What follows belongs to an exercise in optimizing a design on an open flow for small area; a production flow would make more cautious choices.
The RTL was checked by simulation tests, not by an equivalence proof against the original design.
Power and IR drop assume default switching activity.

==> flow/design.v <==
module trafficlight (
	input  clock,
	input  reset,
	input  start,
	output green,
	output post
);
	localparam N = 14;
	localparam [N-1:0] POL = 14'd10922;
	localparam [N-1:0] S = 14'd14178;
	localparam [N-1:0] P = 14'd8192;
	reg [N-1:0] q;             
	wire [N-1:0] x = q ^ POL;  
	wire fb = (x[13] ^ x[0]) & !post;
	assign green = |x[N-2:0];
	assign post = x[N-1] & !green;
	wire [N-1:0] x_next = reset ? P : start ? S : {x[N-2:0], fb};
	always @(posedge clock)
		q <= x_next ^ POL;
endmodule
module intersection (
	input  clock,
	input  reset,
	input  pedestrian_button,
	output pedestrian_green,
	output pedestrian_red,
	output up_green,
	output up_red,
	output down_green,
	output down_red,
	input  turn_sensor,
	output turn_green,
	output turn_red
);
	reg own_a;               
	reg own_b;               
	reg ped_wait;
	reg turn_wait;
	reg pri_pedestrian_down;
	wire start_a, start_b;
	wire green_a, green_b, post_a, post_b;
	trafficlight timer_a (.clock(clock), .reset(reset), .start(start_a), .green(green_a), .post(post_a));
	trafficlight timer_b (.clock(clock), .reset(reset), .start(start_b), .green(green_b), .post(post_b));
	assign pedestrian_green = green_a & own_a;
	assign up_green         = green_a & !own_a;
	assign turn_green       = green_b & own_b;
	assign down_green       = green_b & !own_b;
	assign pedestrian_red = !pedestrian_green;
	assign up_red         = !up_green;
	assign turn_red       = !turn_green;
	assign down_red       = !down_green;
	wire up_idle   = post_a & !own_a;
	wire down_idle = post_b & !own_b;
	wire up_waiting   = !green_a & !up_idle;
	wire down_waiting = !green_b & !down_idle;
	wire ped_blocked  = green_a | (up_waiting & own_a) |
	                    down_green | (down_waiting & pri_pedestrian_down);
	wire up_blocked   = pedestrian_green | (ped_wait & !own_a);
	wire down_blocked = pedestrian_green | (ped_wait & !pri_pedestrian_down) |
	                    green_b | (turn_wait & !own_b);
	wire turn_blocked = down_green | (down_waiting & own_b);
	wire ped_go  = ped_wait & !ped_blocked;
	wire up_go   = up_waiting & !up_blocked;
	wire down_go = down_waiting & !down_blocked;
	wire turn_go = turn_wait & !turn_blocked;
	assign start_a = ped_go | up_go;
	assign start_b = turn_go | down_go;
	always @(posedge clock) begin
		if (reset) begin
			own_a <= 0;
			own_b <= 0;
			ped_wait <= 0;
			turn_wait <= 0;
			pri_pedestrian_down <= 0;
		end else begin
			if (ped_go) own_a <= 1;
			if (up_go) own_a <= 0;
			if (turn_go) own_b <= 1;
			if (down_go) own_b <= 0;
			if (pedestrian_green) pri_pedestrian_down <= 1;
			if (down_green) pri_pedestrian_down <= 0;
			ped_wait  <= ped_wait ? ped_blocked : (pedestrian_button & !pedestrian_green);
			turn_wait <= turn_wait ? turn_blocked : (turn_sensor & !turn_green);
		end
	end
endmodule
Settings: LEC_CHECK=0, CAP_MARGIN=20, CORE_MARGIN=2, CORE_UTILIZATION=40, SLEW_MARGIN=20; clock period 5.0 ns.
run.sh (not shown) runs the stock make flow with config.mk's settings and CLKGATE_MAP_FILE= SYNTH_SCRIPT=/design/flow/synth_recipe.tcl, a recipe that flattens the netlist after the stock synthesis.
Change:
--- a/flow/design.v
+++ b/flow/design.v
@@ -1,25 +1,27 @@
 module trafficlight (
-	input  clock,
-	input  reset,
-	input  start,
-	output green,
-	output post
+	input         clock,
+	input         reset,
+	input         start,
+	output        green,
+	output        post
 );
-	localparam N = 14;
-	localparam [N-1:0] POL = 14'd10922;
-	localparam [N-1:0] S = 14'd14178;
-	localparam [N-1:0] P = 14'd8192;
-	reg [N-1:0] q;             
-	wire [N-1:0] x = q ^ POL;  
-	wire fb = (x[13] ^ x[0]) & !post;
-	assign green = |x[N-2:0];
-	assign post = x[N-1] & !green;
-	wire [N-1:0] x_next = reset ? P : start ? S : {x[N-2:0], fb};
-	always @(posedge clock)
-		q <= x_next ^ POL;
+	localparam W = 14, K = 12;
+	localparam [W-1:0] S = 6382;
+	reg [W-1:0] cnt;
+	wire running = |cnt[W-1:K];
+	assign post  = &cnt;
+	assign green = running & !post;
+	always @(posedge clock) begin
+		if (reset)
+			cnt <= {W{1'b1}};
+		else if (start)
+			cnt <= S;
+		else
+			cnt <= cnt + {{(W-1){1'b0}}, running};
+	end
 endmodule
 module intersection (
 	input  clock,
 	input  reset,
 	input  pedestrian_button,
 	output pedestrian_green,
Total power goes up by a quarter to a third.
Combinational power goes up by a quarter to a third.
Final cell count goes up by well over a third.
Global-route usage goes up by 1.7 points.
Die area goes up by well over a third.

[what the ideal ports hide]
In the flow no input, the clock included, has a driving cell. The finished layouts below were timed again as built, in two steps. Step 1 (the two cells are an assumption about what drives the block):
set clk [get_ports {clock}]
set_driving_cell -lib_cell sky130_fd_sc_hd__clkbuf_16 $clk
set_driving_cell -lib_cell sky130_fd_sc_hd__buf_2 [delete_from_list [all_inputs] $clk]
Step 2 times the ports against the registers' clock, not the clock port: input delays grow and output delays shrink by t, the midpoint of the rising clock arrivals with the driver on. a / b / c = no drivers / after step 1 / after step 2; a / b = the first two.
run	t, ns	setup slack, ns	slew at the worst register clock pin (ns)
the first run	0.344	1.240 / 1.219 / 1.563	0.09 / 0.09
the second run	0.306	1.825 / 1.800 / 2.091	0.07 / 0.07
After both steps every run listed still meets setup and hold.
